What follows belongs to an exercise in optimizing a design on an open flow for small area, a short achievable clock period and few clock cycles; a production flow would make more cautious choices. At most, simulation tests tie the RTL to the original design; equivalence was not proved. No functional check of the RTL was part of runs 4 to 7. Power is estimated from default activity; no workload was simulated.

==> flow/design.v, too long to show whole: its modules and the start of the top module <==
// module modBigNumbers: 2097 lines
// module montInv: 15 lines
// module main: 178 lines
module main(input clk, input rst, input start, input [31:0] n, input [63:0] exponent,
    output ready, output done, output [31:0] prime1
    );
  // ...
==> flow/flow/run.sh <==
#!/bin/bash
set -euo pipefail
export BUFFER_PORTS_ARGS="-buffer_cell sky130_fd_sc_hd__buf_1"
bash standard.sh > standard.log 2>&1
==> flow/standard.sh <==
#!/bin/bash
# synth_recipe.tcl (not shown) runs the flow's synth.tcl, then flattens the netlist and writes it again
# the make line also repeats each setting of config.mk as NAME=value (left out here)
make -C /OpenROAD-flow-scripts/flow DESIGN_CONFIG=/design/flow/config.mk WORK_HOME=/design/flow/orfs CLKGATE_MAP_FILE= SYNTH_SCRIPT=/design/flow/synth_recipe.tcl "${@:-finish}"
==> flow/config.mk <==
export PLATFORM = sky130hd
export DESIGN_NAME = main
export DESIGN_NICKNAME = main
export VERILOG_FILES = /design/flow/design.v
export SDC_FILE = /design/flow/constraint.sdc
export NUM_CORES = 4
export LEC_CHECK = 0
export CAP_MARGIN = 20
export CORE_MARGIN = 2
export CORE_UTILIZATION = 55
export SETUP_SLACK_MARGIN = 3.0
export SLEW_MARGIN = 20
export SYNTH_MEMORY_MAX_BITS = 65536
==> flow/constraint.sdc <==
create_clock -name core_clock -period 8.0 [get_ports {clk}]
set_input_delay 1.6000 -clock core_clock [delete_from_list [all_inputs] [get_ports {clk}]]
set_output_delay 1.6000 -clock core_clock [all_outputs]
set_load 0.01 [all_outputs]
==> run summary, run 1 <==
* Status: complete, no violations
* Chip Height at around 220 um
* Comb. pwr at approximately 8.7 mW
* Worst r2r src: st_fin$_SDFF_PP0_
* Largest register FFs at 64
* First-pass GRT wire length at 148,000 um
* Cell family with most CP delay: simple AND/OR/NAND/NOR gates
* Cts repair resizes at 25
* Number of buffer and inverter stages on the critical path at 1
* Largest registers: er: 64 flops, S: 36 flops, C: 35 flops
* Max-Cap Viols at 0
* Worst-Skew Late Latency at between 500 and 600 ps
* Crit path arrival time at between 5000 and 6000 ps
* Area contributors post-synth: fa_1, dfxtp_1, edfxtp_1
* Die width at 223 um
* Lkg Pwr at 11.8 nW
* Pwr dens at 441 nW/um^2
* 1st-pass router iterations at 6
* Via-per-instance ratio at approximately 6.5
* Switching share of power at 0.511
* Pre-CTS setup slack at 1860 ps
* Initial antenna violation count at 2
* Clock root buffer: clkbuf_16
* Placed cells at between 3,000 and 4,000
* Setup bufs post-CTS at 8
* Row count at 80
* RSZ-0062 raised after global routing: yes
* Share of cells above drive strength 1 at 0.0778
* Syn Nets at 3,520
* Routed via count at 24,527
* Final HPWL DP at 66,900 um
* Synth Area in Simple Gates at 0.165
* Async set-reset flop share out of synthesis at 0
* Area delta synth->final at 9.61%
* Biggest register: er
* Final GP Congestion at about 1
* Fin cells at 3,789
* IO Port Bufs at 132
* Metal3 WL at 9530 um
* Aggregate global-route resource usage at 0.392
* Flops & latches, synth at 271
* Worst Reg2Reg Path Length in Cells at 14
* Buffers excl. clock at approximately 210
* Worst Hold Endpoint: er[41]$_DFF_P_
* Max VDD drop at between 300 and 400 uV
Testbench counts, summed over its fixed seeds: cycles 98,636.
==> run 2, diff against run 1 <==
--- a/flow/config.mk
+++ b/flow/config.mk
@@ -8,6 +8,6 @@
 export CAP_MARGIN = 20
 export CORE_MARGIN = 2
 export CORE_UTILIZATION = 55
-export SETUP_SLACK_MARGIN = 3.0
+export SETUP_SLACK_MARGIN = 3.5
 export SLEW_MARGIN = 20
 export SYNTH_MEMORY_MAX_BITS = 65536
==> run 2 against run 1 <==
  * Still clean on timing, DRC and antenna
  * Setup slack improved by 470 ps
  * Synthesized area did not move
  * Flip-flop and latch count did not move
  * Worst hold slack improved by 0.74 ps
  * Clock skew rose by 4.7 ps
  * Clock power fell by 5%
==> run summary, run 2 <==
* Status: complete, no violations (unchanged)
* Final HPWL DP at 66,400 um (was 66,900 um)
* Crit path capture type: register (unchanged)
* Syn Nets at 3,520 (unchanged)
* Flops & latches, synth at 271 (unchanged)
* Relative slew margins at 0.241 (was 0.170)
* Fin crit period at 4460 ps (was 4930 ps)
* Row count at 80 (unchanged)
* Highest fanout seen on the critical path at 19 (was 41)
* Routed WL at 99,900 um (was 98,300 um)
* Lkg Pwr at 12.1 nW (was 11.8 nW)
* Initial drt markers at 2,745 (was 2,755)
* Final GP Congestion at 0.987 (was 1.00)
* Biggest register: er (unchanged)
* Vias in the first global route at 24,143 (was 24,255)
* Number of buffer and inverter stages on the critical path at 3 (was 1)
* CP Class: register to register (unchanged)
* Core ar. at 47,400 um^2 (unchanged)
* Initial antenna violation count at 2 (unchanged)
* FILL cells at 4,250 (was 4,284)
* Count leader, synth: nor2_1 (unchanged)
* Crit path arrival time at 4940 ps (was 5430 ps)
* Async set-reset flop share out of synthesis at 0 (unchanged)
* Fin cells at 3,831 (was 3,789)
* CP max stage delay at 510 ps (was 810 ps)
* Worst Max-Slew Pin Slew at 1140 ps (was 1230 ps)
* Largest register FFs at 64 (unchanged)
* Netlist cell types at 83 (unchanged)
* IO Port Bufs at 132 (unchanged)
* Chip Height at 223 um (unchanged)
* Min-Delay Startpoint: er[43]$_DFF_P_ (was er[40]$_DFF_P_)
* RSZ-0062 raised after global routing: yes (unchanged)
* Cell family with most CP delay: compound AO/OA/AOI/OAI gates (was simple AND/OR/NAND/NOR gates)
* Overflow left after global routing at 0 (unchanged)
* Routed via count at 24,937 (was 24,527)
* Placed cells at 3,689 (was 3,683)
* Max-Cap Viols at 0 (unchanged)
* Largest registers: er: 64 flops, S: 36 flops, C: 35 flops (unchanged)
* R2r endpoint: v[21]$_DFF_P_ (was S[29]$_DFF_P_)
* Ant. Diodes at 0 (unchanged)
* Synth area leader: fa_1 (unchanged)
* CP cell instances: buf_12 > buf_8 > xnor2_1 > o21ai_0 > a21oi_1 > ha_1 > and3_2 > and4_1 > a32oi_1 > a31oi_1 > o41ai_1 > xor2_1 > inv_1 > mux2i_1 > o22ai_1 > o21a_1 (was buf_4 > nand2_1 > o21ai_0 > a21oi_1 > ha_1 > nand4_1 > nor4_1 > nand3_1 > a21oi_1 > nor3_1 > xnor2_1 > nand2_1 > a311o_1 > a2bb2oi_1)
* Register area share after synthesis at 0.235 (unchanged)
* Post-DRT Antenna Nets at 0 (unchanged)
* Worst Reg2Reg Path Length in Cells at 16 (was 14)
* Share of cells above drive strength 1 at 0.102 (was 0.0778)
* Worst path required time at 8480 ps (was 8500 ps)
* Most frequent cells in the layout: nor2_1, nand2_1, inv_1 (unchanged)
* Critical Path Slowest Stage Cell: xor2_1 (was xnor2_1)
* Area delta synth->final at 12.3% (was 9.61%)
* Ratio of final minimum period to clock period at 0.558 (was 0.617)
* Hold Path Class: register to register (unchanged)
* Clock buffer count from CTS at 34 (unchanged)
* Leading register cell type out of synthesis: dfxtp_1 (unchanged)
* CTS Sinks at 271 (unchanged)
* Final Power at 13.1 mW (was 12.7 mW)
* Final setup violation count at 0 (unchanged)
* Mean area per synthesized cell at 8.37 um^2 (unchanged)
* Startpoint type of the worst setup path: register (unchanged)
* CTS Hold Bufs at 0 (unchanged)
* Die width at 223 um (unchanged)
* Pin count of the biggest net entering global routing at 131 (unchanged)
* Final hold viol count at 0 (unchanged)
* Post-synthesis cell area at 26,300 um^2 (unchanged)
* Residual DRC at 0 (unchanged)
* Worst setup endpoint: v[21]$_DFF_P_ (was S[29]$_DFF_P_)
* Post-synth EDFFs at 76 (unchanged)
* Cell count after synthesis at 3,140 (unchanged)
* Die area at 49,600 um^2 (unchanged)
* Sum of negative setup slack at 0 ps (unchanged)
* Pwr dens at 445 nW/um^2 (was 441 nW/um^2)
* Post-synth top cells: nor2_1, nand2_1, inv_1 (unchanged)
* Worst setup path start: st_n3$_SDFF_PP0_ (was st_fin$_SDFF_PP0_)
* Max-slew violations at 0 (unchanged)
* Max VDD drop at 422 uV (was 327 uV)
* First-pass GRT wire length at 149,000 um (was 148,000 um)
* Area contributors post-synth: fa_1, dfxtp_1, edfxtp_1 (unchanged)
* Worst-Skew Late Latency at 590 ps (was 580 ps)
* Clk_skew at 26.3 ps (was 21.6 ps)
* Clk buf depth at 3 (unchanged)
* CTS H-Tree Depth at 2 (unchanged)
* Syn. warnings at 3 (unchanged)
* Aggregate global-route resource usage at 0.394 (was 0.392)
* Wire length per cell at 26.1 um (was 25.9 um)
* Fmax at 224 MHz (was 203 MHz)
* CTS tree: done (unchanged)
* 1st-pass router iterations at 5 (was 6)
* Most common cell after layout, fill and taps aside: nor2_1 (unchanged)
* Clock root buffer: clkbuf_16 (unchanged)
* Nets at 3,571 (was 3,529)
* Initial Util at 0.554 (unchanged)
* I/O pins at 133 (unchanged)
* Worst r2r src: st_n3$_SDFF_PP0_ (was st_fin$_SDFF_PP0_)
* R2R setup slack at 3540 ps (was 3070 ps)
* Post-synth top area share at 0.157 (unchanged)
* Crit. path cell count at 16 (was 14)
* CTS clk-pin slew, worst paths at 70 ps (was 60 ps)
* Via-per-instance ratio at 6.51 (was 6.47)
[run 2: tightest hold or removal path, stage by stage (launching register included)]
cell	delay, ps
dfxtp_1	310
nor2_1	90
a21oi_1	40
[run 2: cells by family after synthesis]
group / Yosys count / synth area share
AO/OA/AOI/OAI: 788 / 0.188
XOR/XNOR: 127 / 0.0430
adder cells (fa/ha/maj): 283 / 0.193
buffers and inverters: 494 / 0.0735
flip-flops: 271 / 0.235
multiplexers: 249 / 0.101
AND/OR/NAND/NOR: 928 / 0.165
[run 2: worst min-delay path by stage]
| stage | slack, ps | end | depth (start not counted) |
|---|---|---|---|
| final | 480 | er[44]$_DFF_P_ | 2 |
| after global routing | 500 | er[19]$_DFF_P_ | 2 |
| after CTS | 490 | er[44]$_DFF_P_ | 2 |
| after detailed placement | 480 | er[52]$_DFF_P_ | 2 |
| after global placement | 470 | er[19]$_DFF_P_ | 2 |
| after floorplan | 460 | er[10]$_DFF_P_ | 2 |
[run 2: timing repair]
| action | CTS | global route |
|---|---|---|
| cloned | 3 | 6 |
| buffers inserted | 49 | 23 |
| resized for setup | 62 | 82 |
| pin swaps | 8 | 16 |
| setup endpoints to repair | 194 | 121 |
[run 2: per-stage QoR]
step | util | hold WS (ps) | setup slack (ps) | instance area [um^2]
after floorplan | - | 465 | 3500 | 26300
after global placement | 0.569 | 469 | 1910 | 27000
after detailed placement | 0.569 | 476 | 1770 | 27000
after CTS | 0.609 | 488 | 3510 | 28900
after global routing | 0.622 | 499 | 3410 | 29500
final | 0.622 | 485 | 3540 | 29500
[run 2: layer usage]
layer	vias to the layer above	share of wire	GRT usage	routed length [um]
met1	12229	0.40	0.529	39600
met3	278	0.10	0.0715	10200
met4	2	0.051	0.163	5140
met5	-	0.00013	0	13
li1	10899	-	-	-
met2	1529	0.45	0.628	45000
[run 2: layout make-up]
cell class / instances / area (um^2) / share of cell area
multi-input cells: 2378 / 18700 / 0.632
flip-flops and latches: 271 / 6230 / 0.211
repair buffers: 256 / 1820 / 0.0615
inverters: 250 / 942 / 0.0319
clock buffers: 44 / 938 / 0.0318
well taps: 615 / 769 / 0.0261
clock inverters: 17 / 155 / 0.00526
[run 2: power breakdown]
part           switching (mW)  leakage (nW)  internal, mW
Combinational            5.31          9.20          3.93
Sequential              0.673          2.35          1.65
Clock                   0.702         0.541         0.876
==> run 3, diff against run 2 <==
--- a/flow/config.mk
+++ b/flow/config.mk
@@ -5,9 +5,10 @@
 export SDC_FILE = /design/flow/constraint.sdc
 export NUM_CORES = 4
 export LEC_CHECK = 0
-export CAP_MARGIN = 20
+export CAP_MARGIN = 10
 export CORE_MARGIN = 2
 export CORE_UTILIZATION = 55
+export CTS_BUF_LIST = sky130_fd_sc_hd__clkbuf_4 sky130_fd_sc_hd__clkbuf_8
 export SETUP_SLACK_MARGIN = 3.5
-export SLEW_MARGIN = 20
+export SLEW_MARGIN = 10
 export SYNTH_MEMORY_MAX_BITS = 65536
==> run 3 against run 2 <==
  * Flip-flop and latch count unchanged
  * Final cell count grew 0.97%
  * Utilization grew 0.26 points
  * Synthesized cell count did not move
  * Register-to-register slack about the same
  * Combinational power decreased by 0.4%
  * Critical endpoint is now cnt[5]$_SDFF_PP0_
  * Highest routed layer unchanged
==> run summary, run 3 <==
* Worst Reg2Reg Path Length in Cells at 20 (was 16)
* Post-DRT Antenna Nets at 0 (unchanged)
* Clock buffer count from CTS at 53 (was 34)
* Chip Height at 223 um (unchanged)
* Nets at 3,587 (was 3,571)
* Min-Delay Startpoint: er[43]$_DFF_P_ (unchanged)
* Syn. warnings at 3 (unchanged)
* Post-synth top area share at 0.157 (unchanged)
* Status: complete, no violations (unchanged)
* Routed WL at 99,800 um (was 99,900 um)
* Clk_skew at 53.1 ps (was 26.3 ps)
* IO Port Bufs at 132 (unchanged)
* Async set-reset flop share out of synthesis at 0 (unchanged)
* Count leader, synth: nor2_1 (unchanged)
* Startpoint type of the worst setup path: register (unchanged)
* Overflow left after global routing at 0 (unchanged)
* Lkg Pwr at 12.2 nW (was 12.1 nW)
* Die area at 49,600 um^2 (unchanged)
* Post-synth EDFFs at 76 (unchanged)
* CP Class: register to register (unchanged)
* Largest registers: er: 64 flops, S: 36 flops, C: 35 flops (unchanged)
* Area contributors post-synth: fa_1, dfxtp_1, edfxtp_1 (unchanged)
* Worst-Skew Late Latency at 690 ps (was 590 ps)
* Worst Hold Endpoint: er[44]$_DFF_P_ (unchanged)
* Post-synth top cells: nor2_1, nand2_1, inv_1 (unchanged)
* Wire length per cell at 25.8 um (was 26.1 um)
* Pwr dens at 444 nW/um^2 (was 445 nW/um^2)
* Residual DRC at 0 (unchanged)
* Cell family with most CP delay: compound AO/OA/AOI/OAI gates (unchanged)
* Die width at 223 um (unchanged)
* Row count at 80 (unchanged)
* Critical Path Slowest Stage Cell: edfxtp_1 (was xor2_1)
* Aggregate global-route resource usage at 0.395 (was 0.394)
* R2r endpoint: cnt[5]$_SDFF_PP0_ (was v[21]$_DFF_P_)
* R2R setup slack at 3530 ps (was 3540 ps)
* Max-slew violations at 0 (unchanged)
* Syn Nets at 3,520 (unchanged)
* First-pass GRT wire length at 149,000 um (about the same)
* Clock root buffer: clkbuf_8 (was clkbuf_16)
* Crit path capture type: register (unchanged)
* Netlist cell types at 83 (unchanged)
* Share of cells above drive strength 1 at 0.113 (was 0.102)
* Hold depth at 2 (unchanged)
* Final WS setup at 3530 ps (was 3540 ps)
* Worst path required time at 8520 ps (was 8480 ps)
* Most common cell after layout, fill and taps aside: nor2_1 (unchanged)
* CTS clk-pin slew, worst paths at 60 ps (was 70 ps)
* Worst Max-Slew Pin Slew at 1170 ps (was 1140 ps)
* CP cell instances: nor2_2 > o31ai_1 > a211oi_2 > o31ai_2 > a211oi_2 > o31ai_2 > a211oi_2 > o22ai_2 > a21oi_1 > ha_1 > inv_1 > ha_1 > a21o_1 > a21o_1 > a21o_1 > a21oi_1 > xnor2_1 > o221a_2 > nor3_1 > a211oi_1 (was buf_12 > buf_8 > xnor2_1 > o21ai_0 > a21oi_1 > ha_1 > and3_2 > and4_1 > a32oi_1 > a31oi_1 > o41ai_1 > xor2_1 > inv_1 > mux2i_1 > o22ai_1 > o21a_1)
* Routed via count at 24,805 (was 24,937)
* Via-per-instance ratio at 6.41 (was 6.51)
* Worst r2r src: a[4]$_DFFE_PP_ (was st_n3$_SDFF_PP0_)
* Max-Cap Viols at 0 (unchanged)
* Final GP Congestion at 0.987 (unchanged)
* Most frequent cells in the layout: nor2_1, nand2_1, inv_1 (unchanged)
* Ratio of final minimum period to clock period at 0.559 (was 0.558)
* Core ar. at 47,400 um^2 (unchanged)
* Initial Util at 0.554 (unchanged)
* CTS H-Tree Depth at 2 (unchanged)
* Max VDD drop at 378 uV (was 422 uV)
* Initial antenna violation count at 3 (was 2)
* Crit. path cell count at 20 (was 16)
* CTS Hold Bufs at 0 (unchanged)
* 1st-pass router iterations at 6 (was 5)
* Post-synthesis cell area at 26,300 um^2 (unchanged)
* Highest fanout seen on the critical path at 3 (was 19)
* Relative slew margins at 0.218 (was 0.241)
* Synth area leader: fa_1 (unchanged)
* Cell count after synthesis at 3,140 (unchanged)
* Biggest register: er (unchanged)
* Fin crit period at 4470 ps (was 4460 ps)
* Largest register FFs at 64 (unchanged)
* RSZ-0062 raised after global routing: yes (unchanged)
* Initial drt markers at 2,834 (was 2,745)
* Pin count of the biggest net entering global routing at 131 (unchanged)
* Final HPWL DP at 66,500 um (was 66,400 um)
* CP max stage delay at 480 ps (was 510 ps)
* Final hold viol count at 0 (unchanged)
* Flops & latches, synth at 271 (unchanged)
* Register area share after synthesis at 0.235 (unchanged)
* Mean area per synthesized cell at 8.37 um^2 (unchanged)
* CTS tree: done (unchanged)
* Pre-CTS setup slack at 1770 ps (about the same)
* Area delta synth->final at 12.7% (was 12.3%)
* Clk buf depth at 3 (unchanged)
* Hold Path Class: register to register (unchanged)
* Sum of negative setup slack at 0 ps (unchanged)
* CTS Sinks at 271 (unchanged)
* I/O pins at 133 (unchanged)
* Crit path arrival time at 4990 ps (was 4940 ps)
* Number of buffer and inverter stages on the critical path at 1 (was 3)
* Final setup violation count at 0 (unchanged)
* Leading register cell type out of synthesis: dfxtp_1 (unchanged)
* Fmax at 224 MHz (about the same)
* Vias in the first global route at 24,446 (was 24,143)
run 3: worst max-delay path by stage:
stage / endpoint / start / slack (ps)
floorplan: a[0]$_DFFE_PP_ / st_n3$_SDFF_PP0_ / 3500
global route: cnt[6]$_SDFF_PP0_ / cnt[0]$_SDFF_PP0_ / 3370
CTS: a[6]$_DFFE_PP_ / first$_SDFFE_PP0P_ / 3500
finish: cnt[5]$_SDFF_PP0_ / a[4]$_DFFE_PP_ / 3530
global placement: a[27]$_DFFE_PP_ / st_conv$_SDFF_PP0_ / 1910
detailed placement: a[27]$_DFFE_PP_ / st_conv$_SDFF_PP0_ / 1770
run 3: power breakdown:
part           total, mW  switching [mW]  internal [mW]
clock network       1.64           0.704          0.935
logic               9.20            5.29           3.91
registers           2.33           0.677           1.65
total               13.2            6.67           6.50
run 3: cell type report:
cell class	instances	area [um^2]
fillers	4241	17800
flip-flops and latches	271	6230
clock inverters	22	233
inverters	250	942
well taps	615	769
multi-input cells	2377	18700
diodes	1	2.50
clock buffers	78	992
repair buffers	254	1800
run 3: cell families (layout without fill, tap and decap cells):
logic type / count (synthesis) / after routing / synth area share
compound gates: 788 / 788 / 0.188
xor+xnor: 127 / 127 / 0.0430
fa+ha+maj: 283 / 283 / 0.193
buf+inv: 494 / 604 / 0.0735
flops: 271 / 271 / 0.235
mux: 249 / 249 / 0.101
other cells: 0 / 1 / 0
simple gates: 928 / 930 / 0.165
run 3: worst register-to-register path, cell delays in order, from the launching register on:
cell	delay (ps)
edfxtp_1	480
nor2_2	240
o31ai_1	130
a211oi_2	290
o31ai_2	100
a211oi_2	340
o31ai_2	130
a211oi_2	290
o22ai_2	150
a21oi_1	230
ha_1	270
inv_1	100
ha_1	240
a21o_1	150
a21o_1	200
a21o_1	180
a21oi_1	190
xnor2_1	120
o221a_2	230
nor3_1	170
a211oi_1	70
run 3: metrics by stage:
step	hold WS (ps)	cells	total power [mW]	cell area (um^2)	utilization
final	482	3868	13.2	29600	0.625
after detailed placement	477	3689	10.8	27000	0.569
after CTS	484	3839	12.9	29000	0.611
after global placement	469	3689	10.6	27000	0.569
after global routing	499	3867	14.4	29600	0.625
after floorplan	465	3140	8.17	26300	-
run 3: per-layer routing:
| metal | vias up | track usage | routed length, um |
|---|---|---|---|
| met2 | 1440 | 0.630 | 45200 |
| met3 | 314 | 0.0819 | 10100 |
| met5 | - | 0 | 20 |
| met4 | 4 | 0.170 | 4740 |
| li1 | 10946 | - | - |
| met1 | 12101 | 0.520 | 39700 |
run 3: what timing repair did:
item,4_1_cts,5_1_grt
gates cloned,3,5
setup buffers,47,22
gates resized for setup,64,87
pin swaps,6,16
endpoints found under the setup margin,194,126
==> module main, before the edit <==
module main(input clk, input rst, input start, input [31:0] n, input [63:0] exponent,
    output ready, output done, output [31:0] prime1
    );
	localparam ITER = 4;
	localparam K    = 36 / ITER;      
	reg st_idle, st_norm, st_dbl, st_n3, st_mul, st_conv, st_fin, st_gcd;
	reg        done_r;
	reg [31:0] a;         
	reg [63:0] er;        
	reg [6:0]  bl;        
	reg [6:0]  cnt;
	reg        first;     
	reg [33:0] v;
	reg [35:0] S, C;      
	reg [ITER-1:0] xb;    
	reg [ITER-1:0] xyl;   
	reg [ITER-1:0] u;     
	reg [33:0] n3;        
	assign ready  = st_idle;
	assign done   = done_r;
	assign prime1 = a;
	reg         cin;      
	wire [35:0] s_nx, c_nx;
	wire        cin_nx;
	modBigNumbers mont (.s(S), .c(C), .cin(cin), .x(xb), .y(v), .xyl(xyl), .u(u), .number(a), .n3(n3),
		.so(s_nx), .co(c_nx), .cout(cin_nx));
	wire [ITER-1:0] u_nx;
	montInv minv (.n(n[ITER-1:0]), .u(u_nx));
	wire [36:0] pa = st_conv ? {1'b0, S} :
	                 (st_fin | first) ? 37'd0 :
	                 st_gcd  ? {1'b0, S} :
	                 st_n3   ? {4'd0, a, 1'b0} : {2'b00, v, 1'b0};
	wire [36:0] pb = st_conv ? {1'b0, C} :
	                 st_fin  ? {1'b1, ~{2'b00, v}} :
	                 st_n3   ? {5'd0, a} : ~{5'd0, a};
	wire        pc = st_conv ? cin : !st_n3;
	wire [37:0] sum2 = {pa, 1'b1} + {pb, pc};
	wire [36:0] sum  = sum2[37:1];
	wire        neg = sum[36];
	wire [33:0] v_dbl  = neg ? {v[32:0], 1'b0} : sum[33:0];
	wire [33:0] v_conv = er[59] ? {sum[32:0], 1'b0} : sum[33:0];
	wire        normdone = er[63] | (bl == 7'd4);
	wire [3:0]  P = er[63:60];
	wire [35:0] vpad = {2'b00, v};
	wire        b_eq_a = (S == {4'd0, a});
	reg  [31:0] mask;
	reg  [6:0]  cnt0;     
	integer     bi;
	always @(*) begin
		mask = 32'd0;
		cnt0 = 7'd36;
		for (bi = 0; bi < 32; bi = bi + 1)
			if (a[bi]) begin
				mask = {32{1'b1}} >> (31 - bi);
				cnt0 = 7'd35 - bi[6:0];
			end
	end
	wire [33:0] v_init = {2'b00, sum[31:0] & mask};
	wire        dbl_now = !first && cnt != 0;
	wire [6:0]  cnt_cur = first ? cnt0 : cnt;
	wire [ITER-1:0] xb_nx = st_conv ? v_conv[ITER-1:0] : st_mul ? vpad[ITER*(cnt+1) +: ITER] : v[ITER-1:0];
	wire [ITER-1:0] yl_nx = st_conv ? v_conv[ITER-1:0] : v[ITER-1:0];
	wire [ITER-1:0] xyl_nx = xb_nx * yl_nx;
	always @(posedge clk) begin
		xb  <= xb_nx;
		xyl <= xyl_nx;
		S   <= 36'd0;
		C   <= 36'd0;
		cin <= 1'b0;
		if (st_fin) S <= sum[35:0];       
		if (st_gcd) begin
			if (!S[0])
				S <= S[1] ? {1'b0, S[35:1]} : {2'b00, S[35:2]};
			else if (neg)                  
				S <= {4'd0, a};
			else
				S <= sum[1] ? sum[36:1] : {1'b0, sum[36:2]};
		end
		if (st_mul) begin
			S   <= s_nx;
			C   <= c_nx;
			cin <= cin_nx;
		end
		if (st_idle) begin
			a   <= n;
			u   <= u_nx;
			er  <= exponent;
			bl  <= 7'd64;
			first <= 1'b1;
		end
		if (st_norm) begin
			first <= 1'b0;
			if (first) begin
				v   <= v_init;
				cnt <= cnt0;
			end
			else if (cnt != 0) begin
				v   <= v_dbl;
				cnt <= cnt - 7'd1;
			end
			if (!normdone) begin
				er <= {er[62:0], 1'b0};
				bl <= bl - 7'd1;
			end
			else begin
				bl  <= bl - 7'd4;
				cnt <= cnt_cur - {6'd0, dbl_now} + {3'b000, P};
			end
		end
		if (st_dbl) begin
			if (cnt != 0) begin
				v   <= v_dbl;
				cnt <= cnt - 7'd1;
			end
		end
		if (st_n3)
			n3  <= sum[33:0];
		if (st_mul) begin
			cnt <= cnt + 7'd1;
		end
		if (st_conv) begin
			v   <= v_conv;
			er  <= {er[62:0], 1'b0};
			bl  <= bl - 7'd1;
			cnt <= 7'd0;
		end
		if (st_gcd && S[0] && !b_eq_a && neg)
			a <= S[31:0];
		done_r <= 1'b0;
		if (rst) begin
			st_idle <= 1'b1;
			st_norm <= 1'b0;
			st_dbl  <= 1'b0;
			st_n3   <= 1'b0;
			st_mul  <= 1'b0;
			st_conv <= 1'b0;
			st_fin  <= 1'b0;
			st_gcd  <= 1'b0;
		end
		else begin
			if (st_idle && start) begin
				st_idle <= 1'b0;
				st_norm <= 1'b1;
			end
			if (st_norm && normdone) begin
				st_norm <= 1'b0;
				st_dbl  <= 1'b1;
			end
			if (st_dbl && cnt[6:1] == 6'd0) begin
				st_dbl <= 1'b0;
				st_n3  <= 1'b1;
			end
			if (st_n3) begin
				st_n3  <= 1'b0;
				if (bl == 0) st_fin <= 1'b1;
				else         st_mul <= 1'b1;
			end
			if (st_mul && cnt == K - 1) begin
				st_mul  <= 1'b0;
				st_conv <= 1'b1;
			end
			if (st_conv) begin
				st_conv <= 1'b0;
				if (bl == 7'd1) st_fin <= 1'b1;
				else            st_mul <= 1'b1;
			end
			if (st_fin) begin
				st_fin <= 1'b0;
				st_gcd <= 1'b1;
			end
			if (st_gcd && S[0] && b_eq_a) begin
				st_gcd  <= 1'b0;
				st_idle <= 1'b1;
				done_r  <= 1'b1;
			end
		end
	end
endmodule
==> run 4, diff against run 3 <==
--- a/flow/design.v
+++ b/flow/design.v
@@ -2142,7 +2142,7 @@
 	wire [ITER-1:0] u_nx;
 	montInv minv (.n(n[ITER-1:0]), .u(u_nx));
 	wire [36:0] pa = st_conv ? {1'b0, S} :
-	                 (st_fin | first) ? 37'd0 :
+	                 st_fin  ? 37'd0 :
 	                 st_gcd  ? {1'b0, S} :
 	                 st_n3   ? {4'd0, a, 1'b0} : {2'b00, v, 1'b0};
 	wire [36:0] pb = st_conv ? {1'b0, C} :
@@ -2170,7 +2170,7 @@
 				cnt0 = 7'd35 - bi[6:0];
 			end
 	end
-	wire [33:0] v_init = {2'b00, sum[31:0] & mask};
+	wire [33:0] v_init = {2'b00, (~a & mask) | 32'd1};
 	wire        dbl_now = !first && cnt != 0;
 	wire [6:0]  cnt_cur = first ? cnt0 : cnt;
 	wire [ITER-1:0] xb_nx = st_conv ? v_conv[ITER-1:0] : st_mul ? vpad[ITER*(cnt+1) +: ITER] : v[ITER-1:0];
==> flow/config.mk (replaced) <==
export PLATFORM = sky130hd
export DESIGN_NAME = main
export DESIGN_NICKNAME = main
export VERILOG_FILES = /design/flow/design.v
export SDC_FILE = /design/flow/constraint.sdc
export NUM_CORES = 4
export LEC_CHECK = 0
export CAP_MARGIN = 20
export CORE_MARGIN = 2
export CORE_UTILIZATION = 55
export SETUP_SLACK_MARGIN = 3.5
export SLEW_MARGIN = 20
export SYNTH_MEMORY_MAX_BITS = 65536
==> run 4 against run 3 <==
  * Non-clock buffer count shrank 12
  * Synthesized area grew 0.53%
  * Synthesized cell count shrank 0.41%
  * Clock skew shrank 33 ps
  * Routed wire length shrank 1.4%
  * First-iteration DRC count grew 6.3%
  * Worst hold slack lost 0.78 ps
  * Critical path depth shrank 1
  * Count of clock-buffer cells in the layout shrank 30
  * Critical path type unchanged
==> run summary, run 4 <==
* Status: complete, no violations (unchanged)
* Sum of negative setup slack at 0 ps (unchanged)
* Switching pwr at 7.02 mW (was 6.67 mW)
* Initial Util at 0.556 (was 0.554)
* Startpoint type of the worst setup path: register (unchanged)
* CTS clk-pin slew, worst paths at 60 ps (about the same)
* Overflow left after global routing at 0 (unchanged)
* Switching share of power at 0.522 (was 0.507)
* Clock buffer count from CTS at 35 (was 53)
* Die area at 49,800 um^2 (was 49,600 um^2)
* CTS H-Tree Depth at 2 (unchanged)
* Cell count after synthesis at 3,127 (was 3,140)
* Final WS setup at 3560 ps (was 3530 ps)
* Post-synth top cells: nor2_1, a21oi_1, inv_1 (was nor2_1, nand2_1, inv_1)
* Hold Path Class: register to register (unchanged)
* Nets at 3,540 (was 3,587)
* Post-synth top area share at 0.156 (was 0.157)
* Via-per-instance ratio at 6.47 (was 6.41)
* Most common cell after layout, fill and taps aside: nor2_1 (unchanged)
* Pint at 6.42 mW (was 6.50 mW)
* Aggregate global-route resource usage at 0.384 (was 0.395)
* Netlist cell types at 96 (was 83)
* 1st-pass router iterations at 8 (was 6)
* Wire length per cell at 25.9 um (was 25.8 um)
* Relative slew margins at 0.259 (was 0.218)
* Count leader, synth: nor2_1 (unchanged)
* Core ar. at 47,500 um^2 (was 47,400 um^2)
* Final HPWL DP at 65,500 um (was 66,500 um)
* Highest fanout seen on the critical path at 13 (was 3)
* Post-DRT Antenna Nets at 0 (unchanged)
* Syn Nets at 3,507 (was 3,520)
* Crit path arrival time at 4910 ps (was 4990 ps)
* Fin crit period at 4440 ps (was 4470 ps)
* Clock root buffer: clkbuf_16 (was clkbuf_8)
* Final GP Congestion at 1.01 (was 0.987)
* Max VDD drop at 356 uV (was 378 uV)
* Vias in the first global route at 23,927 (was 24,446)
* Row count at 80 (unchanged)
* Final setup violation count at 0 (unchanged)
* Clk_skew at 19.8 ps (was 53.1 ps)
* Final hold viol count at 0 (unchanged)
* Clock power frac at 0.115 (was 0.124)
* Mean area per synthesized cell at 8.45 um^2 (was 8.37 um^2)
* CTS tree: done (unchanged)
* Synth area leader: fa_1 (unchanged)
* Ratio of final minimum period to clock period at 0.555 (was 0.559)
* Max-Cap Viols at 0 (unchanged)
* CP max stage delay at 660 ps (was 480 ps)
* Seq pwr share at 0.175 (was 0.177)
* Lkg Pwr at 12.0 nW (was 12.2 nW)
* Register area share after synthesis at 0.234 (was 0.235)
* CP cell instances: nor4_2 > o21ai_0 > a21boi_0 > o21ai_0 > nand2_1 > nand2_1 > a21boi_0 > ha_1 > inv_1 > ha_1 > a21oi_1 > nor2_1 > nor2_2 > o21bai_1 > a21oi_2 > xor2_1 > o221ai_1 > o211ai_1 > a221oi_2 (was nor2_2 > o31ai_1 > a211oi_2 > o31ai_2 > a211oi_2 > o31ai_2 > a211oi_2 > o22ai_2 > a21oi_1 > ha_1 > inv_1 > ha_1 > a21o_1 > a21o_1 > a21o_1 > a21oi_1 > xnor2_1 > o221a_2 > nor3_1 > a211oi_1)
* Largest registers: er: 64 flops, S: 36 flops, C: 35 flops (unchanged)
* Clk buf depth at 3 (unchanged)
* IO Port Bufs at 132 (unchanged)
* Worst-Skew Late Latency at 570 ps (was 690 ps)
* CP Class: register to register (unchanged)
* CTS Sinks at 271 (unchanged)
* Routed WL at 98,400 um (was 99,800 um)
* Area contributors post-synth: fa_1, dfxtp_1, edfxtp_1 (unchanged)
* Share of cells above drive strength 1 at 0.110 (was 0.113)
* First-pass GRT wire length at 146,000 um (was 149,000 um)
* Die width at 223 um (about the same)
* Initial drt markers at 3,012 (was 2,834)
* Pre-CTS setup slack at 2240 ps (was 1770 ps)
* Pwr dens at 458 nW/um^2 (was 444 nW/um^2)
* I/O pins at 133 (unchanged)
* Worst path required time at 8480 ps (was 8520 ps)
* Async set-reset flop share out of synthesis at 0 (unchanged)
* CTS Hold Bufs at 0 (unchanged)
* FILL cells at 4,160 (was 4,241)
* Flops & latches, synth at 271 (unchanged)
* Critical Path Slowest Stage Cell: edfxtp_1 (unchanged)
* Initial antenna violation count at 0 (was 3)
* Routed via count at 24,615 (was 24,805)
* Placed cells at 3,663 (was 3,689)
* Most frequent cells in the layout: nor2_1, inv_1, a21oi_1 (was nor2_1, nand2_1, inv_1)
* Post-synthesis cell area at 26,400 um^2 (was 26,300 um^2)
* Fin cells at 3,803 (was 3,868)
* Post-synth EDFFs at 76 (unchanged)
* Gate power share at 0.710 (was 0.699)
* RSZ-0062 raised after global routing: yes (unchanged)
* Largest register FFs at 64 (unchanged)
* Pin count of the biggest net entering global routing at 131 (unchanged)
* Chip Height at 223 um (about the same)
* Crit path capture type: register (unchanged)
* Max-slew violations at 0 (unchanged)
* Residual DRC at 0 (unchanged)
* Fmax at 225 MHz (was 224 MHz)
* Area delta synth->final at 11.1% (was 12.7%)
* Leading register cell type out of synthesis: dfxtp_1 (unchanged)
* Syn. warnings at 3 (unchanged)
* Worst Max-Slew Pin Slew at 1110 ps (was 1170 ps)
* Biggest register: er (unchanged)
## run 4: cell count changes in the layout (fill, tap and decap cells not counted), moves of 27 or more
cell and change:
mux2_2 +33, a22oi_1 +27, clkbuf_8 -65, mux2i_1 -37, clkbuf_16 +35, o2bb2ai_1 +34
## run 4: timing repair
item                                    CTS  global route
cloned                                    2             5
resized for setup                        55            43
pin swaps                                 3            22
endpoints found under the setup margin  181           108
setup buffers                            24            44
## run 4: logic make-up after synthesis
group / after synthesis / synth area share
buffers and inverters: 497 / 0.0737
AND/OR/NAND/NOR: 892 / 0.160
flip-flops: 271 / 0.234
multiplexers: 240 / 0.100
AO/OA/AOI/OAI: 815 / 0.196
adder cells (fa/ha/maj): 282 / 0.192
XOR/XNOR: 130 / 0.0441
## run 4: critical path, delay by kind of cell, from the launching register on
| kind | cells | cell delay, ps |
|---|---|---|
| AO/OA/AOI/OAI | 10 | 1880 |
| XOR/XNOR | 1 | 100 |
| AND/OR/NAND/NOR | 5 | 1010 |
| adder cells (fa/ha/maj) | 2 | 660 |
| buffers and inverters | 1 | 40 |
| flip-flops | 1 | 660 |
## run 4: layout make-up
class / instances / area (um^2) / share of cell area
diodes: 1 / 2.50 / 0.0000852
multi-input cells: 2360 / 18700 / 0.636
clock inverters: 16 / 115 / 0.00392
repair buffers: 242 / 1670 / 0.0568
well taps: 615 / 769 / 0.0262
flip-flops and latches: 271 / 6230 / 0.212
clock buffers: 48 / 955 / 0.0325
inverters: 250 / 945 / 0.0322
## run 4: through the flow
step	area [um^2]	power (mW)	utilization	hold slack, ps
3_5_place_dp	27100	11.1	0.570	476
6_report	29400	13.4	0.618	482
5_1_grt	29400	14.4	0.618	496
4_1_cts	28700	12.9	0.603	484
2_1_floorplan	26400	8.38	-	461
3_3_place_gp	27100	11.0	0.570	469
## run 4: power by group through the flow
stage	Sequential [mW]	Clock [mW]	Combinational (mW)
after floorplan	1.85	0	6.53
after global placement	2.35	0	8.62
after detailed placement	2.35	0	8.79
after CTS	2.32	1.55	9.06
after global routing	2.36	1.60	10.5
final	2.35	1.54	9.55
## run 4: worst paths after layout
path | start | endpoint | slack, ps | depth (start not counted)
worst min register to register | er[11]$_DFF_P_ | er[12]$_DFF_P_ | 480 | 2
worst min-delay path | er[11]$_DFF_P_ | er[12]$_DFF_P_ | 480 | 2
worst max register to register | a[8]$_DFFE_PP_ | cnt[6]$_SDFF_PP0_ | 3560 | 19
worst max-delay path | a[8]$_DFFE_PP_ | cnt[6]$_SDFF_PP0_ | 3560 | 19
## run 4: per-layer routing
metal  wire [um]  vias to the layer above  track usage  part of all wire
met5           0                        -            0                 0
met4        4960                        0        0.178             0.050
met3        9410                      311       0.0676             0.096
met2       44800                     1411        0.614              0.45
met1       39200                    12023        0.509              0.40
li1            -                    10870            -                 -
==> run 5, diff against run 4 <==
--- a/flow/config.mk
+++ b/flow/config.mk
@@ -8,6 +8,6 @@
 export CAP_MARGIN = 20
 export CORE_MARGIN = 2
 export CORE_UTILIZATION = 55
-export SETUP_SLACK_MARGIN = 3.5
+export SETUP_SLACK_MARGIN = 3.7
 export SLEW_MARGIN = 20
 export SYNTH_MEMORY_MAX_BITS = 65536
==> run 5 against run 4 <==
  * Critical endpoint is now a[27]$_DFFE_PP_
  * Power is 6.0% higher
  * Critical path depth unchanged
  * Sequential share of layout area down 0.97 points
  * Clock power is 18% higher
  * Worst hold slack better by 1.0 ps
  * Non-clock buffer count grew 73
  * First-iteration DRC count up 0.46%
  * Count of clock-buffer cells in the layout is 8 higher
==> run summary, run 5 <==
* Status: complete, no violations (unchanged)
* Vias in the first global route at 24,523 (was 23,927)
* Core ar. at 47,500 um^2 (unchanged)
* Hold Path Class: register to register (unchanged)
* Max-Cap Viols at 0 (unchanged)
* Highest fanout seen on the critical path at 7 (was 13)
* Async set-reset flop share out of synthesis at 0 (unchanged)
* Clk_skew at 27.2 ps (was 19.8 ps)
* Clk buf depth at 3 (unchanged)
* Syn. warnings at 3 (unchanged)
* Mean area per synthesized cell at 8.45 um^2 (unchanged)
* Row count at 80 (unchanged)
* Routed WL at 105,000 um (was 98,400 um)
* Post-synth top cells: nor2_1, a21oi_1, inv_1 (unchanged)
* Register area share after synthesis at 0.234 (unchanged)
* Clock buffer count from CTS at 37 (was 35)
* Wire length per cell at 27.0 um (was 25.9 um)
* CTS Sinks at 271 (unchanged)
* Top cell by count, worst path: buf_6
* Syn Nets at 3,507 (unchanged)
* Lkg Pwr at 12.6 nW (was 12.0 nW)
* Netlist cell types at 96 (unchanged)
* Leading register cell type out of synthesis: dfxtp_1 (unchanged)
* 1st-pass router iterations at 8 (unchanged)
* Pin count of the biggest net entering global routing at 131 (unchanged)
* Largest registers: er: 64 flops, S: 36 flops, C: 35 flops (unchanged)
* Share of cells above drive strength 1 at 0.146 (was 0.110)
* Worst setup path start: st_n3$_SDFF_PP0_ (was a[8]$_DFFE_PP_)
* Largest register FFs at 64 (unchanged)
* Relative slew margins at 0.235 (was 0.259)
* Via-per-instance ratio at 6.61 (was 6.47)
* CP cell instances: buf_6 > buf_6 > clkbuf_16 > buf_6 > xnor2_2 > o21ai_1 > a21oi_1 > ha_1 > a21o_1 > a21o_1 > a22oi_2 > nand3_4 > a21oi_4 > o21ai_4 > xnor2_4 > nor3_4 > buf_6 > buf_16 > mux2_2 (was nor4_2 > o21ai_0 > a21boi_0 > o21ai_0 > nand2_1 > nand2_1 > a21boi_0 > ha_1 > inv_1 > ha_1 > a21oi_1 > nor2_1 > nor2_2 > o21bai_1 > a21oi_2 > xor2_1 > o221ai_1 > o211ai_1 > a221oi_2)
* Routed via count at 25,668 (was 24,615)
* Chip Height at 223 um (unchanged)
* Post-DRT Antenna Nets at 0 (unchanged)
* Worst-Skew Late Latency at 590 ps (was 570 ps)
* CP Class: register to register (unchanged)
* Most common cell after layout, fill and taps aside: nor2_1 (unchanged)
* Max VDD drop at 344 uV (was 356 uV)
* Overflow left after global routing at 0 (unchanged)
* Area contributors post-synth: fa_1, dfxtp_1, edfxtp_1 (unchanged)
* Die width at 223 um (unchanged)
* Count leader, synth: nor2_1 (unchanged)
* Fin crit period at 4400 ps (was 4440 ps)
* Residual DRC at 0 (unchanged)
* Synth area leader: fa_1 (unchanged)
* Worst r2r src: st_n3$_SDFF_PP0_ (was a[8]$_DFFE_PP_)
* Biggest register: er (unchanged)
* CTS Hold Bufs at 0 (unchanged)
* CTS clk-pin slew, worst paths at 60 ps (about the same)
* Fmax at 227 MHz (was 225 MHz)
* Initial antenna violation count at 5 (was 0)
* Aggregate global-route resource usage at 0.401 (was 0.384)
* Final GP Congestion at 1.00 (was 1.01)
* Pwr dens at 463 nW/um^2 (was 458 nW/um^2)
* Worst path required time at 8330 ps (was 8480 ps)
* Final hold viol count at 0 (unchanged)
* Critical Path Slowest Stage Cell: dfxtp_4 (was edfxtp_1)
* Most frequent cells in the layout: nor2_1, inv_1, nand2_1 (was nor2_1, inv_1, a21oi_1)
* First-pass GRT wire length at 152,000 um (was 146,000 um)
* Post-synthesis cell area at 26,400 um^2 (unchanged)
* Crit path arrival time at 4730 ps (was 4910 ps)
* Initial drt markers at 3,026 (was 3,012)
* Final setup violation count at 0 (unchanged)
* Sum of negative setup slack at 0 ps (unchanged)
* I/O pins at 133 (unchanged)
* Initial Util at 0.556 (unchanged)
* Nets at 3,615 (was 3,540)
* CTS H-Tree Depth at 2 (unchanged)
* CP max stage delay at 400 ps (was 660 ps)
* Crit path capture type: register (unchanged)
* Flops & latches, synth at 271 (unchanged)
* CTS tree: done (unchanged)
* Startpoint type of the worst setup path: register (unchanged)
* Post-synth top area share at 0.156 (unchanged)
* Ratio of final minimum period to clock period at 0.550 (was 0.555)
* Smallest hold slack at 483 ps (was 482 ps)
* IO Port Bufs at 132 (unchanged)
* Area delta synth->final at 16.5% (was 11.1%)
* RSZ-0062 raised after global routing: yes (unchanged)
* Post-synth EDFFs at 76 (unchanged)
* Cell count after synthesis at 3,127 (unchanged)
* Worst Max-Slew Pin Slew at 1150 ps (was 1110 ps)
* Min-Delay Startpoint: er[37]$_DFF_P_ (was er[11]$_DFF_P_)
* Die area at 49,800 um^2 (unchanged)
* Max-slew violations at 0 (unchanged)
* Final HPWL DP at 66,800 um (was 65,500 um)
* Clock root buffer: clkbuf_16 (unchanged)
## run 5: cell count changes in the layout (fill, tap and decap cells not counted), moves of 6 or more
cell,previous run,this run
ha_1,74,62
a21oi_2,6,16
buf_12,8,24
buf_4,83,126
buf_6,6,17
clkinv_2,8,1
a21oi_1,243,232
ha_2,1,13
diode_2,1,7
## run 5: logic make-up after synthesis
kind of cell | count (synthesis) | synth area share
buffers and inverters | 497 | 0.0737
adders and majority gates | 282 | 0.192
and+or+nand+nor | 892 | 0.160
xor gates and xnor gates | 130 | 0.0441
DFF | 271 | 0.234
muxes | 240 | 0.100
AOI/OAI and AO/OA | 815 | 0.196
## run 5: cell type report
class | count | area [um^2]
multi-input combinational | 2360 | 19000
clock inverter | 11 | 218
tap | 615 | 769
antenna | 7 | 17.5
clock buffer | 56 | 1100
sequential | 271 | 6230
inverter | 250 | 952
timing repair buffer | 315 | 2520
fill | 4048 | 16800
## run 5: critical path, delay by kind of cell, from the launching register on
kind | cells | cell delay, ps
DFF | 1 | 400
AOI/OAI and AO/OA | 7 | 1280
adders and majority gates | 1 | 380
xor gates and xnor gates | 2 | 330
buffers and inverters | 6 | 960
and+or+nand+nor | 2 | 420
muxes | 1 | 350
## run 5: per-stage QoR
| stage | worst slack, ps | utilization | instance area [um^2] | cells | total power [mW] |
|---|---|---|---|---|---|
| 6_report | 3600 | 0.647 | 30800 | 3885 | 14.3 |
| 5_1_grt | 3530 | 0.647 | 30800 | 3878 | 15.2 |
| 4_1_cts | 3700 | 0.617 | 29300 | 3785 | 13.4 |
| 3_5_place_dp | 2420 | 0.571 | 27100 | 3665 | 11.0 |
| 3_3_place_gp | 2500 | 0.571 | 27100 | 3665 | 10.9 |
| 2_1_floorplan | 3700 | - | 26500 | 3127 | 8.39 |
## run 5: power breakdown
| part | switching [mW] | internal, mW | total (mW) |
|---|---|---|---|
| clock network | 0.731 | 1.09 | 1.82 |
| registers | 0.629 | 1.69 | 2.32 |
| logic | 5.89 | 4.23 | 10.1 |
| total | 7.25 | 7.01 | 14.3 |
## run 5: path summary, 6_finish.rpt
check                         end  slack [ps]  cells past startpoint
setup / recovery  a[27]$_DFFE_PP_        3600                     19
hold / removal     er[38]$_DFF_P_         480                      2
setup reg to reg  a[27]$_DFFE_PP_        3600                     19
hold reg to reg    er[38]$_DFF_P_         480                      2
## run 5: routing by layer
| metal | routed length (um) | track usage |
|---|---|---|
| met1 | 40200 | 0.530 |
| met2 | 45500 | 0.619 |
| met3 | 12100 | 0.0824 |
| met4 | 7000 | 0.218 |
| met5 | 14 | 0 |
## run 5: timing repair
item	in CTS	in global routing
setup endpoints to repair	189	134
setup buffers	47	87
pin swaps	15	45
gates cloned	6	6
resized for setup	80	116
==> run 6, diff against run 5 <==
--- a/flow/design.v
+++ b/flow/design.v
@@ -2164,15 +2164,13 @@
 	always @(*) begin
 		mask = 32'd0;
 		cnt0 = 7'd36;
-		for (bi = 0; bi < 32; bi = bi + 1)
-			if (a[bi]) begin
-				mask = {32{1'b1}} >> (31 - bi);
-				cnt0 = 7'd35 - bi[6:0];
-			end
+		for (bi = 0; bi < 32; bi = bi + 1) begin
+			if (a[bi]) mask = {32{1'b1}} >> (31 - bi);
+			if (n[bi]) cnt0 = 7'd35 - bi[6:0];
+		end
 	end
 	wire [33:0] v_init = {2'b00, (~a & mask) | 32'd1};
 	wire        dbl_now = !first && cnt != 0;
-	wire [6:0]  cnt_cur = first ? cnt0 : cnt;
 	wire [ITER-1:0] xb_nx = st_conv ? v_conv[ITER-1:0] : st_mul ? vpad[ITER*(cnt+1) +: ITER] : v[ITER-1:0];
 	wire [ITER-1:0] yl_nx = st_conv ? v_conv[ITER-1:0] : v[ITER-1:0];
 	wire [ITER-1:0] xyl_nx = xb_nx * yl_nx;
@@ -2202,13 +2200,12 @@
 			er  <= exponent;
 			bl  <= 7'd64;
 			first <= 1'b1;
+			cnt <= cnt0;
 		end
 		if (st_norm) begin
 			first <= 1'b0;
-			if (first) begin
+			if (first)
 				v   <= v_init;
-				cnt <= cnt0;
-			end
 			else if (cnt != 0) begin
 				v   <= v_dbl;
 				cnt <= cnt - 7'd1;
@@ -2219,7 +2216,7 @@
 			end
 			else begin
 				bl  <= bl - 7'd4;
-				cnt <= cnt_cur - {6'd0, dbl_now} + {3'b000, P};
+				cnt <= cnt - {6'd0, dbl_now} + {3'b000, P};
 			end
 		end
 		if (st_dbl) begin
--- a/flow/config.mk
+++ b/flow/config.mk
@@ -8,6 +8,6 @@
 export CAP_MARGIN = 20
 export CORE_MARGIN = 2
 export CORE_UTILIZATION = 55
-export SETUP_SLACK_MARGIN = 3.7
+export SETUP_SLACK_MARGIN = 3.5
 export SLEW_MARGIN = 20
 export SYNTH_MEMORY_MAX_BITS = 65536
==> run 6 against run 5 <==
  * Clock power shrank 5%
  * Clock skew shrank 6.1 ps
  * Final cell count shrank 1.6%
  * Highest routed layer unchanged
  * First-iteration DRC count grew 4.9%
  * Setup slack lost 140 ps
  * Worst hold slack lost 1.1 ps
  * Global-route usage shrank 0.41 points
  * Power shrank 12%
  * Count of clock-buffer cells in the layout shrank 11
  * Critical endpoint is now S[30]$_DFF_P_
  * Sequential share of layout area grew 0.99 points
  * Utilization shrank 3.1 points
  * Sequential power shrank 2%
  * Largest cell class unchanged
==> run summary, run 6 <==
* Synth area leader: fa_1 (unchanged)
* Max-Cap Viols at 0 (unchanged)
* Mean area per synthesized cell at 8.41 um^2 (was 8.45 um^2)
* Max VDD drop at 271 uV (was 344 uV)
* Leading register cell type out of synthesis: dfxtp_1 (unchanged)
* Routed WL at 99,700 um (was 105,000 um)
* Syn. warnings at 3 (unchanged)
* Overflow left after global routing at 0 (unchanged)
* I/O pins at 133 (unchanged)
* Sum of negative setup slack at 0 ps (unchanged)
* Largest register FFs at 64 (unchanged)
* Final setup violation count at 0 (unchanged)
* Crit path capture type: register (unchanged)
* Cell count after synthesis at 3,136 (was 3,127)
* Via-per-instance ratio at 6.50 (was 6.61)
* Worst Max-Slew Pin Slew at 1150 ps (about the same)
* Cell family with most CP delay: compound AO/OA/AOI/OAI gates (unchanged)
* Ratio of final minimum period to clock period at 0.567 (was 0.550)
* Initial Util at 0.555 (was 0.556)
* Largest registers: er: 64 flops, S: 36 flops, C: 35 flops (unchanged)
* Biggest register: er (unchanged)
* Pwr dens at 429 nW/um^2 (was 463 nW/um^2)
* Most common cell after layout, fill and taps aside: nor2_1 (unchanged)
* Count leader, synth: nor2_1 (unchanged)
* Highest fanout seen on the critical path at 26 (was 7)
* Core ar. at 47,500 um^2 (unchanged)
* Chip Height at 223 um (about the same)
* Fin area at 29,300 um^2 (was 30,800 um^2)
* Pin count of the biggest net entering global routing at 128 (was 131)
* Critical Path Slowest Stage Cell: o41ai_1 (was dfxtp_4)
* Share of cells above drive strength 1 at 0.0973 (was 0.146)
* Area delta synth->final at 11.1% (was 16.5%)
* IO Port Bufs at 132 (unchanged)
* Fmax at 220 MHz (was 227 MHz)
* Final GP Congestion at 0.998 (was 1.00)
* Routed via count at 24,818 (was 25,668)
* Status: complete, no violations (unchanged)
* Post-synth EDFFs at 76 (unchanged)
* Smallest hold slack at 481 ps (was 483 ps)
* Netlist cell types at 87 (was 96)
* Async set-reset flop share out of synthesis at 0 (unchanged)
* First-pass GRT wire length at 150,000 um (was 152,000 um)
* Clock root buffer: clkbuf_16 (unchanged)
* CP max stage delay at 690 ps (was 400 ps)
* Fin cells at 3,821 (was 3,885)
* Placed cells at 3,691 (was 3,665)
* CTS tree: done (unchanged)
* Post-synthesis cell area at 26,400 um^2 (about the same)
* Post-synth top area share at 0.156 (about the same)
* CP cell instances: buf_16 > mux2_2 > a22oi_1 > o21ai_0 > ha_1 > nand4_1 > nor2_1 > and2_1 > o32a_1 > o311ai_2 > o41ai_1 > xnor2_2 > a221oi_1 > a2bb2oi_1 (was buf_6 > buf_6 > clkbuf_16 > buf_6 > xnor2_2 > o21ai_1 > a21oi_1 > ha_1 > a21o_1 > a21o_1 > a22oi_2 > nand3_4 > a21oi_4 > o21ai_4 > xnor2_4 > nor3_4 > buf_6 > buf_16 > mux2_2)
* Die area at 49,700 um^2 (was 49,800 um^2)
* Initial drt markers at 3,173 (was 3,026)
* Crit path arrival time at 5000 ps (was 4730 ps)
* Max-slew violations at 0 (unchanged)
* Area after DPL at 27,100 um^2 (about the same)
* Final HPWL DP at 68,000 um (was 66,800 um)
* Vias in the first global route at 24,328 (was 24,523)
* CTS H-Tree Depth at 2 (unchanged)
* Worst-Skew Late Latency at 580 ps (was 590 ps)
* Lkg Pwr at 12.2 nW (was 12.6 nW)
* Startpoint type of the worst setup path: register (unchanged)
* Wire length per cell at 26.1 um (was 27.0 um)
* Worst path required time at 8470 ps (was 8330 ps)
* CTS clk-pin slew, worst paths at 70 ps (was 60 ps)
* Final Power at 12.6 mW (was 14.3 mW)
* Number of buffer and inverter stages on the critical path at 1 (was 6)
* CP Class: register to register (unchanged)
* Hold Path Class: register to register (unchanged)
* Final hold viol count at 0 (unchanged)
* Initial antenna violation count at 1 (was 5)
* Fin crit period at 4540 ps (was 4400 ps)
* 1st-pass router iterations at 6 (was 8)
* Area contributors post-synth: fa_1, dfxtp_1, edfxtp_1 (unchanged)
* Residual DRC at 0 (unchanged)
* Flops & latches, synth at 271 (unchanged)
* Aggregate global-route resource usage at 0.397 (was 0.401)
* Die width at 223 um (about the same)
* Nets at 3,563 (was 3,615)
* Post-synth top cells: nor2_1, inv_1, a21oi_1 (was nor2_1, a21oi_1, inv_1)
* RSZ-0062 raised after global routing: yes (unchanged)
* Post-DRT Antenna Nets at 0 (unchanged)
* Register area share after synthesis at 0.235 (was 0.234)
* Relative slew margins at 0.226 (was 0.235)
* Clock buffer count from CTS at 35 (was 37)
* Most frequent cells in the layout: nor2_1, inv_1, a21oi_1 (was nor2_1, inv_1, nand2_1)
* Syn Nets at 3,519 (was 3,507)
* CTS Sinks at 271 (unchanged)
* Clk buf depth at 3 (unchanged)
* Row count at 80 (unchanged)
* Clk_skew at 21.1 ps (was 27.2 ps)
==> run 6: final cells by class <==
| cell class | instances | area (um^2) |
|---|---|---|
| Clock buffer | 45 | 995 |
| Clock inverter | 17 | 224 |
| Sequential cell | 271 | 6220 |
| Antenna cell | 1 | 2.50 |
| Fill cell | 4285 | 18200 |
| Inverter | 256 | 968 |
| Timing Repair Buffer | 237 | 1550 |
| Tap cell | 615 | 769 |
| Multi-Input combinational cell | 2379 | 18600 |
==> run 6: stage by stage <==
| step | worst slack, ps | util |
|---|---|---|
| 2_1_floorplan | 3510 | - |
| 3_3_place_gp | 2430 | 0.570 |
| 3_5_place_dp | 2250 | 0.571 |
| 4_1_cts | 3480 | 0.605 |
| 5_1_grt | 3370 | 0.616 |
| 6_report | 3460 | 0.616 |
==> run 6: path summary, 6_finish.rpt <==
path	startpoint	endpoint	slack, ps	cells after the start
setup / recovery	st_n3$_SDFF_PP0_	S[30]$_DFF_P_	3460	14
hold / removal	er[51]$_DFF_P_	er[52]$_DFF_P_	480	2
setup reg to reg	st_n3$_SDFF_PP0_	S[30]$_DFF_P_	3460	14
hold reg to reg	er[51]$_DFF_P_	er[52]$_DFF_P_	480	2
==> run 6: power by group <==
part,internal (mW),leakage (nW),total (mW),switching [mW]
Sequential,1.68,2.35,2.27,0.591
Clock,1.02,0.606,1.73,0.709
Combinational,3.37,9.25,8.58,5.21
Total,6.06,12.2,12.6,6.51
==> run 6: routing by layer <==
layer	global-route usage	routed length, um	part of all wire	vias up
met5	0.0108	74	0.00074	-
met4	0.174	4680	0.047	4
met3	0.0967	11400	0.11	324
met2	0.620	44300	0.44	1560
met1	0.524	39300	0.39	12023
li1	-	-	-	10907
==> run 6: repair_timing <==
action,4_1_cts,5_1_grt
gates resized for setup,35,36
hold buffers,0,0
endpoints found under the setup margin,187,108
cloned,3,0
buffers inserted,19,45
pin swaps,5,4
==> run 6: cell families after synthesis <==
logic type | share of synthesized area
buf+inv | 0.0727
mux | 0.0975
compound gates | 0.197
flops | 0.235
xor+xnor | 0.0427
simple gates | 0.162
fa+ha+maj | 0.193
==> run 6: worst min-delay path: stages, from the launching register on <==
cell,delay (ps)
dfxtp_1,300
nor2_1,90
a21oi_1,40
==> run 7, diff against run 6 <==
--- a/flow/config.mk
+++ b/flow/config.mk
@@ -8,6 +8,7 @@
 export CAP_MARGIN = 20
 export CORE_MARGIN = 2
 export CORE_UTILIZATION = 55
+export PLACE_DENSITY = 0.75
 export SETUP_SLACK_MARGIN = 3.5
 export SLEW_MARGIN = 20
 export SYNTH_MEMORY_MAX_BITS = 65536
==> run 7 against run 6 <==
  * Final cell count decreased by 0.44%
  * Count of clock-buffer cells in the layout increased by 6
  * Routed wire length is 1.7% lower
  * Synthesized area is the same
  * Highest routed layer unchanged
  * Largest power group unchanged
  * Critical path type unchanged
  * Power fell by 1.4%
  * Clock skew grew 2.5 ps
  * Flip-flop and latch count is the same
  * Worst hold slack better by 1.3 ps
  * Fmax grew 0.79%
  * Critical endpoint unchanged
==> run summary, run 7 <==
* Status: complete, no violations (unchanged)
* Clk buf depth at 3 (unchanged)
* Lkg Pwr at 12.0 nW (was 12.2 nW)
* CP Class: register to register (unchanged)
* Fin crit period at 4500 ps (was 4540 ps)
* Overflow left after global routing at 0 (unchanged)
* Highest fanout seen on the critical path at 14 (was 26)
* Startpoint type of the worst setup path: register (unchanged)
* Number of buffer and inverter stages on the critical path at 2 (was 1)
* Hold Path Class: register to register (unchanged)
* Final GP Congestion at 1.03 (was 0.998)
* Max-slew violations at 0 (unchanged)
* Grt met1 use at 0.488 (was 0.524)
* Worst Max-Slew Pin Slew at 1200 ps (was 1150 ps)
* Netlist cell types at 87 (unchanged)
* Ant. Diodes at 0 (was 1)
* Largest register FFs at 64 (unchanged)
* Chip Height at 223 um (unchanged)
* Busiest grt layer: met2 (unchanged)
* Core ar. at 47,500 um^2 (unchanged)
* Syn. warnings at 3 (unchanged)
* Cell family with most CP delay: compound AO/OA/AOI/OAI gates (unchanged)
* GRT met3 Usage at 0.102 (was 0.0967)
* Pin count of the biggest net entering global routing at 74 (was 128)
* Top cell by count, worst path: a2bb2oi_1
* RSZ-0062 raised after global routing: yes (unchanged)
* Row count at 80 (unchanged)
* Final hold viol count at 0 (unchanged)
* CTS tree: done (unchanged)
* Area contributors post-synth: fa_1, dfxtp_1, edfxtp_1 (unchanged)
* Post-DRT Antenna Nets at 0 (unchanged)
* CTS clk-pin slew, worst paths at 60 ps (was 70 ps)
* Mean area per synthesized cell at 8.41 um^2 (unchanged)
* Register area share after synthesis at 0.235 (unchanged)
* Final core utilization at 0.611 (was 0.616)
* Largest registers: er: 64 flops, S: 36 flops, C: 35 flops (unchanged)
* Area delta synth->final at 10.2% (was 11.1%)
* Pre-CTS setup slack at 1960 ps (was 2250 ps)
* Leading register cell type out of synthesis: dfxtp_1 (unchanged)
* Most common cell after layout, fill and taps aside: nor2_1 (unchanged)
* Final HPWL DP at 64,600 um (was 68,000 um)
* I/O pins at 133 (unchanged)
* Worst path required time at 8430 ps (was 8470 ps)
* Fin cells at 3,804 (was 3,821)
* Post-synthesis cell area at 26,400 um^2 (unchanged)
* Worst-Skew Late Latency at 570 ps (was 580 ps)
* Initial Util at 0.555 (unchanged)
* Initial antenna violation count at 2 (was 1)
* Ratio of final minimum period to clock period at 0.563 (was 0.567)
* Crit path arrival time at 4930 ps (was 5000 ps)
* Fmax at 222 MHz (was 220 MHz)
* Max VDD drop at 320 uV (was 271 uV)
* FILL cells at 4,019 (was 4,285)
* Post-synth top cells: nor2_1, inv_1, a21oi_1 (unchanged)
* Nets at 3,546 (was 3,563)
* Sum of negative setup slack at 0 ps (unchanged)
* 1st-pass router iterations at 8 (was 6)
* Most frequent cells in the layout: nor2_1, inv_1, a21oi_1 (unchanged)
* Residual DRC at 0 (unchanged)
* Clk_skew at 23.6 ps (was 21.1 ps)
* Initial drt markers at 3,603 (was 3,173)
* Worst r2r src: st_fin$_SDFF_PP0_ (was st_n3$_SDFF_PP0_)
* Die width at 223 um (unchanged)
* Post-synth top area share at 0.156 (unchanged)
* Clock buffer count from CTS at 34 (was 35)
* First-pass GRT wire length at 146,000 um (was 150,000 um)
* Aggregate global-route resource usage at 0.384 (was 0.397)
* Placed cells at 3,689 (was 3,691)
* CTS Hold Bufs at 0 (unchanged)
* Die area at 49,700 um^2 (unchanged)
* CP cell instances: inv_1 > nor2_4 > buf_4 > a211oi_1 > ha_1 > nand2_1 > a2bb2oi_1 > a21oi_1 > o32a_1 > o311ai_4 > o41ai_1 > xnor2_2 > a221oi_1 > a2bb2oi_1 (was buf_16 > mux2_2 > a22oi_1 > o21ai_0 > ha_1 > nand4_1 > nor2_1 > and2_1 > o32a_1 > o311ai_2 > o41ai_1 > xnor2_2 > a221oi_1 > a2bb2oi_1)
* CTS H-Tree Depth at 2 (unchanged)
* Synth area leader: fa_1 (unchanged)
* Routed WL at 98,000 um (was 99,700 um)
* Relative slew margins at 0.196 (was 0.226)
* Post-synth EDFFs at 76 (unchanged)
* Min-Delay Startpoint: er[58]$_DFF_P_ (was er[51]$_DFF_P_)
* Critical Path Slowest Stage Cell: a21oi_1 (was o41ai_1)
* Share of cells above drive strength 1 at 0.0887 (was 0.0973)
* Count leader, synth: nor2_1 (unchanged)
* Final setup violation count at 0 (unchanged)
* Wire length per cell at 25.8 um (was 26.1 um)
* Cell count after synthesis at 3,136 (unchanged)
* Met2 Track Usage GR at 0.592 (was 0.620)
* Max-Cap Viols at 0 (unchanged)
* Syn Nets at 3,519 (unchanged)
* IO Port Bufs at 132 (unchanged)
* Final WS setup at 3500 ps (was 3460 ps)
* CTS Sinks at 271 (unchanged)
* Async set-reset flop share out of synthesis at 0 (unchanged)
* Pwr dens at 427 nW/um^2 (was 429 nW/um^2)
* Worst setup path start: st_fin$_SDFF_PP0_ (was st_n3$_SDFF_PP0_)
* CP max stage delay at 520 ps (was 690 ps)
* Vias in the first global route at 24,842 (was 24,328)
* Clock root buffer: clkbuf_16 (unchanged)
* Final Power at 12.4 mW (was 12.6 mW)
* Routed via count at 25,384 (was 24,818)
* Crit path capture type: register (unchanged)
* Biggest register: er (unchanged)
* Via-per-instance ratio at 6.67 (was 6.50)
* Flops & latches, synth at 271 (unchanged)
* Area after DPL at 27,100 um^2 (about the same)
* Fin area at 29,100 um^2 (was 29,300 um^2)
* Smallest hold slack at 483 ps (was 481 ps)
## run 7: cell counts after synthesis
No cell type changed its count.
## run 7: routing by layer
layer | vias to the layer above | routed length (um) | share of wire
li1 | 10869 | - | -
met4 | 2 | 6490 | 0.066
met3 | 487 | 13300 | 0.14
met2 | 1896 | 42400 | 0.43
met1 | 12130 | 35800 | 0.37
met5 | - | 11 | 0.00011
## run 7: where the power goes
group          internal [mW]  total (mW)  switching [mW]
clock network          0.856        1.52           0.660
logic                   3.39        8.61            5.22
registers               1.68        2.27           0.592
total                   5.93        12.4            6.47
## run 7: cell families after synthesis
logic type               Yosys count  synth area share
AO/OA/AOI/OAI                    819             0.197
AND/OR/NAND/NOR                  917             0.162
buffers and inverters            488            0.0727
adder cells (fa/ha/maj)          284             0.193
multiplexers                     231            0.0975
XOR/XNOR                         126            0.0427
flip-flops                       271             0.235
## run 7: worst register-to-register path: cells and delay by family (launching register included)
kind / cells / cell delay, ps
AO/OA/AOI/OAI: 8 / 2290
flip-flops: 1 / 510
buffers and inverters: 2 / 460
adder cells (fa/ha/maj): 1 / 450
AND/OR/NAND/NOR: 2 / 370
XOR/XNOR: 1 / 310
## run 7: final timing paths
kind	slack (ps)	depth (start not counted)	end
max	3500	14	S[30]$_DFF_P_
min	480	2	er[59]$_DFF_P_
max reg2reg	3500	14	S[30]$_DFF_P_
min reg2reg	480	2	er[59]$_DFF_P_
## run 7: timing repair
action / 4_1_cts / 5_1_grt
buffers inserted: 11 / 34
pin swaps: 3 / 10
endpoints found under the setup margin: 186 / 131
hold endpoints to repair: 0 / 0
gates resized for setup: 30 / 40
cloned: 5 / 3
## run 7: layout make-up
type,count,area (um^2),share of cell area
Clock buffer,51,945,0.0325
Multi-Input combinational cell,2383,18600,0.641
Tap cell,615,769,0.0265
Sequential cell,271,6210,0.214
Timing Repair Buffer,217,1400,0.0481
Inverter,256,996,0.0343
Clock inverter,11,101,0.00349

-- what the ideal ports hide --
The flow's constraints put no driver on any port. The routed layouts listed below were extracted and timed again, unchanged, in two steps.
Step 1 sets driving cells, clkbuf_16 on the clock port and buf_2 on the other inputs (assumed; they add their load-dependent delay and slew).
Step 2, shift: input delay + t, output delay - t, t = (earliest + latest rising clock arrival at the registers) / 2. This alone moves slack from input paths to output paths.
Three values: no drivers, after step 1, after step 2; two values: the first two.
run	t (ns)	setup slack, ns	hold WS [ns]	worst slew at a driven data input, ns	cell pins on the clock port's net
run 1	0.634	3.066 / 3.066 / 3.066	0.484 / 0.484 / 0.484	0.07	1
run 2	0.635	3.540 / 3.540 / 3.540	0.485 / 0.485 / 0.485	0.07	1
run 3	0.724	3.530 / 3.530 / 3.530	0.482 / 0.482 / 0.482	0.06	1
run 4	0.624	3.563 / 3.563 / 3.563	0.482 / 0.482 / 0.482	0.08	1
run 5	0.639	3.601 / 3.601 / 3.601	0.483 / 0.483 / 0.483	0.07	1
run 6	0.635	3.464 / 3.464 / 3.464	0.481 / 0.481 / 0.481	0.06	1
run 7	0.613	3.500 / 3.500 / 3.500	0.483 / 0.483 / 0.483	0.06	1
After both steps every run listed still meets setup and hold.
